Context: an optimization exercise on an open-source flow, tuned for small area, a short achievable clock period and few clock cycles. The choices shown serve that exercise and are no tape-out recipe. No activity file was given, so power comes from the tool's default toggle rates.

==> trial 43 <==
==> flow/design.v <==
module LASER(CLK, RST, X, Y, C1X, C1Y, C2X, C2Y, DONE);
input CLK, RST;
input [3:0] X, Y;
output reg DONE;
output [3:0] C1X, C1Y, C2X, C2Y;
reg rq;
reg [3:0] xq;
reg [5:0] t;
reg [2:0] ph;
reg [15:0] m0;
reg [15:0] m2;
reg [15:0] m3;
reg [15:0] m4;
reg [15:0] m5;
reg [15:0] m6;
reg [15:0] m7;
reg [15:0] m8;
reg [15:0] m9;
reg [15:0] m10;
reg [15:0] m11;
reg [15:0] m12;
reg [15:0] m13;
reg [15:0] m14;
reg we, keep, upd, first2, upd1, clr;
reg [3:0] yo;    
reg [24:0] mk;   
wire [5:0] tn = rq ? 6'd0 : (t == 6'd58) ? 6'd0 : t + 6'd1;
wire [2:0] phn = rq ? 3'd0 : ph + 3'd1;
wire pn = (tn >= 6'd49);
wire [15:0] pdec = we ? (16'd1 << yo) : 16'd0;
always @(posedge CLK) begin
  rq <= RST;
  xq <= X;
  yo <= Y - {ph, 1'b0} - 4'd4;
  t <= tn;
  ph <= phn;
  we     <= ~RST & (tn >= 6'd1) & (tn <= 6'd40);
  keep   <= ~RST & (tn >= 6'd1) & (tn <= 6'd55);
  upd    <= ~RST & (tn >= 6'd42) & (tn <= 6'd57);
  upd1   <= (tn <= 6'd49);
  first2 <= (tn == 6'd50);
  clr    <= RST | (tn == 6'd0);
  mk[0] <= pn ? 8'b00000000 >> phn : 8'b00111111 >> phn;
  mk[1] <= pn ? 8'b00000001 >> phn : 8'b00111111 >> phn;
  mk[2] <= pn ? 8'b00001001 >> phn : 8'b00111111 >> phn;
  mk[3] <= pn ? 8'b00010100 >> phn : 8'b00111111 >> phn;
  mk[4] <= pn ? 8'b00100010 >> phn : 8'b00111111 >> phn;
  mk[5] <= pn ? 8'b00000000 >> phn : 8'b01111111 >> phn;
  mk[6] <= pn ? 8'b00000010 >> phn : 8'b01111111 >> phn;
  mk[7] <= pn ? 8'b00000011 >> phn : 8'b01111111 >> phn;
  mk[8] <= pn ? 8'b00000100 >> phn : 8'b01111111 >> phn;
  mk[9] <= pn ? 8'b00010011 >> phn : 8'b01111111 >> phn;
  mk[10] <= pn ? 8'b00010100 >> phn : 8'b01111111 >> phn;
  mk[11] <= pn ? 8'b00101000 >> phn : 8'b01111111 >> phn;
  mk[12] <= pn ? 8'b01000000 >> phn : 8'b01111111 >> phn;
  mk[13] <= pn ? 8'b01000100 >> phn : 8'b01111111 >> phn;
  mk[14] <= pn ? 8'b01001000 >> phn : 8'b01111111 >> phn;
  mk[15] <= pn ? 8'b00000000 >> phn : 8'b11111111 >> phn;
  mk[16] <= pn ? 8'b00000101 >> phn : 8'b11111111 >> phn;
  mk[17] <= pn ? 8'b00000111 >> phn : 8'b11111111 >> phn;
  mk[18] <= pn ? 8'b00001000 >> phn : 8'b11111111 >> phn;
  mk[19] <= pn ? 8'b00100111 >> phn : 8'b11111111 >> phn;
  mk[20] <= pn ? 8'b00101000 >> phn : 8'b11111111 >> phn;
  mk[21] <= pn ? 8'b01010000 >> phn : 8'b11111111 >> phn;
  mk[22] <= pn ? 8'b10000000 >> phn : 8'b11111111 >> phn;
  mk[23] <= pn ? 8'b10001000 >> phn : 8'b11111111 >> phn;
  mk[24] <= pn ? 8'b10010000 >> phn : 8'b11111111 >> phn;
end
always @(posedge CLK) m0 <= (keep ? {m0[1:0], m0[15:2]} : 16'd0) | ((xq == 4'd0) ? pdec : 16'd0);
always @(posedge CLK) m2 <= (keep ? {m2[1:0], m2[15:2]} : 16'd0) | ((xq == 4'd2) ? pdec : 16'd0);
always @(posedge CLK) m3 <= (keep ? {m3[1:0], m3[15:2]} : 16'd0) | ((xq == 4'd3) ? pdec : 16'd0);
always @(posedge CLK) m4 <= (keep ? {m4[1:0], m4[15:2]} : 16'd0) | ((xq == 4'd4) ? pdec : 16'd0);
always @(posedge CLK) m5 <= (keep ? {m5[1:0], m5[15:2]} : 16'd0) | ((xq == 4'd5) ? pdec : 16'd0);
always @(posedge CLK) m6 <= (keep ? {m6[1:0], m6[15:2]} : 16'd0) | ((xq == 4'd6) ? pdec : 16'd0);
always @(posedge CLK) m7 <= (keep ? {m7[1:0], m7[15:2]} : 16'd0) | ((xq == 4'd7) ? pdec : 16'd0);
always @(posedge CLK) m8 <= (keep ? {m8[1:0], m8[15:2]} : 16'd0) | ((xq == 4'd8) ? pdec : 16'd0);
always @(posedge CLK) m9 <= (keep ? {m9[1:0], m9[15:2]} : 16'd0) | ((xq == 4'd9) ? pdec : 16'd0);
always @(posedge CLK) m10 <= (keep ? {m10[1:0], m10[15:2]} : 16'd0) | ((xq == 4'd10) ? pdec : 16'd0);
always @(posedge CLK) m11 <= (keep ? {m11[1:0], m11[15:2]} : 16'd0) | ((xq == 4'd11) ? pdec : 16'd0);
always @(posedge CLK) m12 <= (keep ? {m12[1:0], m12[15:2]} : 16'd0) | ((xq == 4'd12) ? pdec : 16'd0);
always @(posedge CLK) m13 <= (keep ? {m13[1:0], m13[15:2]} : 16'd0) | ((xq == 4'd13) ? pdec : 16'd0);
always @(posedge CLK) m14 <= (keep ? {m14[1:0], m14[15:2]} : 16'd0) | ((xq == 4'd14) ? pdec : 16'd0);
wire w0_0 = m0[0] & mk[16];
wire w0_1 = m0[1] & mk[22];
wire w0_2 = m0[2] & mk[6];
wire w0_3 = m0[3] & mk[12];
wire w0_4 = m0[4] & mk[1];
wire w2_0 = m2[0] & mk[23];
wire w2_1 = m2[1] & mk[21];
wire w2_2 = m2[2] & mk[13];
wire w2_3 = m2[3] & mk[11];
wire w2_4 = m2[4] & mk[4];
wire w3_0 = m3[0] & mk[23];
wire w3_1 = m3[1] & mk[21];
wire w3_2 = m3[2] & mk[13];
wire w3_3 = m3[3] & mk[11];
wire w3_4 = m3[4] & mk[4];
wire w4_0 = m4[0] & mk[15];
wire w4_1 = m4[1] & mk[21];
wire w4_2 = m4[2] & mk[5];
wire w4_3 = m4[3] & mk[11];
wire w4_4 = m4[4] & mk[0];
wire w5_0 = m5[0] & mk[23];
wire w5_1 = m5[1] & mk[21];
wire w5_2 = m5[2] & mk[13];
wire w5_3 = m5[3] & mk[11];
wire w5_4 = m5[4] & mk[4];
wire w6_0 = m6[0] & mk[23];
wire w6_1 = m6[1] & mk[21];
wire w6_2 = m6[2] & mk[13];
wire w6_3 = m6[3] & mk[11];
wire w6_4 = m6[4] & mk[4];
wire w7_0 = m7[0] & mk[23];
wire w7_1 = m7[1] & mk[24];
wire w7_2 = m7[2] & mk[13];
wire w7_3 = m7[3] & mk[14];
wire w7_4 = m7[4] & mk[4];
wire w8_0 = m8[0] & mk[16];
wire w8_1 = m8[1] & mk[22];
wire w8_2 = m8[2] & mk[6];
wire w8_3 = m8[3] & mk[12];
wire w8_4 = m8[4] & mk[1];
wire w9_0 = m9[0] & mk[19];
wire w9_1 = m9[1] & mk[18];
wire w9_2 = m9[2] & mk[9];
wire w9_3 = m9[3] & mk[8];
wire w9_4 = m9[4] & mk[2];
wire w10_0 = m10[0] & mk[15];
wire w10_1 = m10[1] & mk[20];
wire w10_2 = m10[2] & mk[5];
wire w10_3 = m10[3] & mk[10];
wire w10_4 = m10[4] & mk[0];
wire w11_0 = m11[0] & mk[21];
wire w11_1 = m11[1] & mk[17];
wire w11_2 = m11[2] & mk[11];
wire w11_3 = m11[3] & mk[7];
wire w11_4 = m11[4] & mk[3];
wire w12_0 = m12[0] & mk[15];
wire w12_1 = m12[1] & mk[21];
wire w12_2 = m12[2] & mk[5];
wire w12_3 = m12[3] & mk[11];
wire w12_4 = m12[4] & mk[0];
wire w13_0 = m13[0] & mk[19];
wire w13_1 = m13[1] & mk[22];
wire w13_2 = m13[2] & mk[9];
wire w13_3 = m13[3] & mk[12];
wire w13_4 = m13[4] & mk[2];
wire w14_0 = m14[0] & mk[15];
wire w14_1 = m14[1] & mk[20];
wire w14_2 = m14[2] & mk[5];
wire w14_3 = m14[3] & mk[10];
wire w14_4 = m14[4] & mk[0];
reg [4:0] sc [0:6];
reg [2:0] row1;
always @(posedge CLK) begin
  row1 <= ph;
  sc[0] <= {4'd0, w2_0} + {4'd0, w2_1} + {4'd0, w2_2} + {4'd0, w2_3} + {4'd0, w2_4} + {4'd0, w3_0} + {4'd0, w3_1} + {4'd0, w3_2} + {4'd0, w3_3} + {4'd0, w4_0} + {4'd0, w4_1} + {4'd0, w4_2} + {4'd0, w4_3} + {4'd0, w5_0} + {4'd0, w5_1} + {4'd0, w5_2} + {4'd0, w0_0} + {4'd0, w0_1} + {4'd0, w0_2} + {4'd0, w0_3};
  sc[1] <= {4'd0, w4_0} + {4'd0, w4_1} + {4'd0, w4_2} + {4'd0, w4_3} + {4'd0, w4_4} + {4'd0, w5_0} + {4'd0, w5_1} + {4'd0, w5_2} + {4'd0, w5_3} + {4'd0, w6_0} + {4'd0, w6_1} + {4'd0, w6_2} + {4'd0, w6_3} + {4'd0, w7_0} + {4'd0, w7_1} + {4'd0, w7_2} + {4'd0, w0_0} + {4'd0, w0_4};
  sc[2] <= {4'd0, w6_0} + {4'd0, w6_1} + {4'd0, w6_2} + {4'd0, w6_3} + {4'd0, w6_4} + {4'd0, w7_0} + {4'd0, w7_1} + {4'd0, w7_2} + {4'd0, w7_3} + {4'd0, w8_0} + {4'd0, w8_1} + {4'd0, w8_2} + {4'd0, w8_3} + {4'd0, w9_0} + {4'd0, w9_1} + {4'd0, w9_2} + {4'd0, w0_0} + {4'd0, w0_1} + {4'd0, w0_2} + {4'd0, w0_3} + {4'd0, w0_4};
  sc[3] <= {4'd0, w8_0} + {4'd0, w8_1} + {4'd0, w8_2} + {4'd0, w8_3} + {4'd0, w8_4} + {4'd0, w9_0} + {4'd0, w9_1} + {4'd0, w9_2} + {4'd0, w9_3} + {4'd0, w10_0} + {4'd0, w10_1} + {4'd0, w10_2} + {4'd0, w10_3} + {4'd0, w11_0} + {4'd0, w11_1} + {4'd0, w11_2} + {4'd0, w0_0} + {4'd0, w0_1} + {4'd0, w0_2} + {4'd0, w0_3} + {4'd0, w0_4};
  sc[4] <= {4'd0, w10_0} + {4'd0, w10_1} + {4'd0, w10_2} + {4'd0, w10_3} + {4'd0, w10_4} + {4'd0, w11_0} + {4'd0, w11_1} + {4'd0, w11_2} + {4'd0, w11_3} + {4'd0, w12_0} + {4'd0, w12_1} + {4'd0, w12_2} + {4'd0, w12_3} + {4'd0, w13_0} + {4'd0, w13_1} + {4'd0, w13_2} + {4'd0, w0_0} + {4'd0, w0_1} + {4'd0, w0_2} + {4'd0, w0_3} + {4'd0, w0_4};
  sc[5] <= {4'd0, w12_0} + {4'd0, w12_1} + {4'd0, w12_2} + {4'd0, w12_3} + {4'd0, w12_4} + {4'd0, w13_0} + {4'd0, w13_1} + {4'd0, w13_2} + {4'd0, w13_3} + {4'd0, w14_0} + {4'd0, w14_1} + {4'd0, w14_2} + {4'd0, w14_3} + {4'd0, w0_0} + {4'd0, w0_4};
  sc[6] <= {4'd0, w14_0} + {4'd0, w14_1} + {4'd0, w14_2} + {4'd0, w14_3} + {4'd0, w14_4} + {4'd0, w0_0} + {4'd0, w0_1} + {4'd0, w0_2} + {4'd0, w0_3};
end
reg [4:0] bs;
reg [2:0] bx, br, b1x, b1r;
wire [4:0] bse = first2 ? 5'd0 : bs;
wire [2:0] bre = first2 ? 3'd0 : br;
reg [7:0] al;
reg [4:0] mx;
reg any_b;
integer i, b;
always @(*) begin
  al = 8'hff;
  for (b = 4; b >= 0; b = b - 1) begin
    any_b = al[7] & bse[b];
    for (i = 0; i < 7; i = i + 1) any_b = any_b | (al[i] & sc[i][b]);
    mx[b] = any_b;
    for (i = 0; i < 7; i = i + 1) al[i] = al[i] & (sc[i][b] | ~any_b);
    al[7] = al[7] & (bse[b] | ~any_b);
  end
end
wire early = row1 < bre;
wire rwin = (|al[6:0]) & (~al[7] | early);
wire [2:0] wx = al[0] ? 3'd1 : al[1] ? 3'd2 : al[2] ? 3'd3 : al[3] ? 3'd4 :
                al[4] ? 3'd5 : al[5] ? 3'd6 : 3'd7;
always @(posedge CLK) begin
  if (clr) begin
    bs <= 5'd0; bx <= 3'd0; br <= 3'd0; b1x <= 3'd0; b1r <= 3'd0;
  end else if (upd & (rwin | first2)) begin
    bs <= rwin ? mx : 5'd0;
    bx <= rwin ? wx : 3'd0;
    br <= rwin ? row1 : 3'd0;
    if (upd1) begin b1x <= wx; b1r <= row1; end
  end
  DONE <= ~rq & (t == 6'd57);
end
assign C1X = {b1x, 1'b0};
assign C1Y = {b1r, 1'b0};
assign C2X = {bx, 1'b0};
assign C2Y = {br, 1'b0};
endmodule
==> flow/run.sh <==
#!/bin/bash
# synth_recipe.tcl (not shown) runs the flow's synth.tcl, then flattens the netlist and writes it again
# the make line also repeats each setting of config.mk as NAME=value (left out here)
make -C /OpenROAD-flow-scripts/flow DESIGN_CONFIG=/design/flow/config.mk WORK_HOME=/design/flow/orfs CLKGATE_MAP_FILE= SYNTH_SCRIPT=/design/flow/synth_recipe.tcl finish
==> flow/config.mk <==
export PLATFORM = sky130hd
export DESIGN_NAME = LASER
export DESIGN_NICKNAME = LASER
export VERILOG_FILES = /design/flow/design.v
export SDC_FILE = /design/flow/constraint.sdc
export NUM_CORES = 4
export LEC_CHECK = 0
export CAP_MARGIN = 20
export CORE_MARGIN = 2
export CORE_UTILIZATION = 40
export SETUP_SLACK_MARGIN = 2.5
export SLEW_MARGIN = 20
==> flow/constraint.sdc <==
create_clock -name core_clock -period 6.0 [get_ports {CLK}]
set_input_delay 1.2000 -clock core_clock [delete_from_list [all_inputs] [get_ports {CLK}]]
set_output_delay 1.2000 -clock core_clock [all_outputs]
set_load 0.01 [all_outputs]
==> inputs of build 35, as changes to trial 43 <==
--- a/flow/config.mk
+++ b/flow/config.mk
@@ -9,4 +9,4 @@
 export CORE_MARGIN = 2
 export CORE_UTILIZATION = 40
-export SETUP_SLACK_MARGIN = 2.5
+export SETUP_SLACK_MARGIN = 3.2
 export SLEW_MARGIN = 20
==> comparison table <==
Result of the run: build 35 complete, no violations; trial 43 complete, no violations
Final Critical Period: build 35 4.34 ns; trial 43 4.28 ns
Worst Setup Slack post-DPL: build 35 1.29 ns; trial 43 1.24 ns
Setup ws final: build 35 1.66 ns; trial 43 1.72 ns
Metal1 wirelength: build 35 16.0 mm; trial 43 15.8 mm
Ratio of cells with drive above 1 in the final layout: build 35 0.198; trial 43 0.183
Capturing instance or port of the critical path: build 35 sc[3][4]$_DFF_P_; trial 43 sc[4][4]$_DFF_P_
Synthesis-to-layout area growth: build 35 20.0%; trial 43 19.3%
Met2 layer usage reported by global route: build 35 0.330; trial 43 0.334
Post-placement cell count: build 35 1,792; trial 43 1,793
Static Leak: build 35 7.30 nW; trial 43 7.29 nW
GP Congestion: build 35 0.917; trial 43 0.900
Clock distribution power: build 35 0.00210 W; trial 43 0.00217 W
Iteration-0 DRC count of the detailed router: build 35 518; trial 43 645
Area occupied by multi-input gates: build 35 0.00740 mm²; trial 43 0.00736 mm²
Final wirelength: build 35 35.4 mm; trial 43 34.7 mm
Wire length on met3: build 35 1.09 mm; trial 43 1.05 mm
Pwr/cell area: build 35 274 mW/mm²; trial 43 279 mW/mm²
RR Startpoint: build 35 m0[1]$_DFF_P_; trial 43 mk[22]$_SDFF_PP1_
Int Pwr: build 35 0.00350 W; trial 43 0.00359 W
Switching power total: build 35 0.00114 W; trial 43 0.00111 W
Reg-to-reg setup timing slack: build 35 1.66 ns; trial 43 1.72 ns
Slew @ Worst Pin: build 35 1.05 ns; trial 43 1.06 ns
Slowest stage delay, CP: build 35 0.58 ns; trial 43 0.54 ns
Function was not checked in any run of this note: the RTL went through the layout flow alone.

what the ideal ports hide:
In the flow no input, the clock included, has a driving cell. The finished layouts below were timed again as built, in two steps. Step 1: set_driving_cell puts a clkbuf_16 on CLK and a buf_2 on each other input, an assumption about the parent block. Step 2 moves the port delays by t, midway between the first and last clock arrival at a register: inputs arrive t later, outputs are due t later. That takes back most of the time a late clock gives input paths. a / b / c = ideal / step 1 / step 2; a / b = the first two.
| run | t (ns) | setup WS [ns] | hold slack, ns | worst setup path at the end |
|---|---|---|---|---|
| trial 43 | 0.571 | 1.718 / 1.718 / 1.718 | 0.415 / 0.415 / 0.415 | register to register |
| build 35 | 0.569 | 1.658 / 1.658 / 1.658 | 0.417 / 0.417 / 0.417 | register to register |
After both steps every run listed still meets setup and hold.
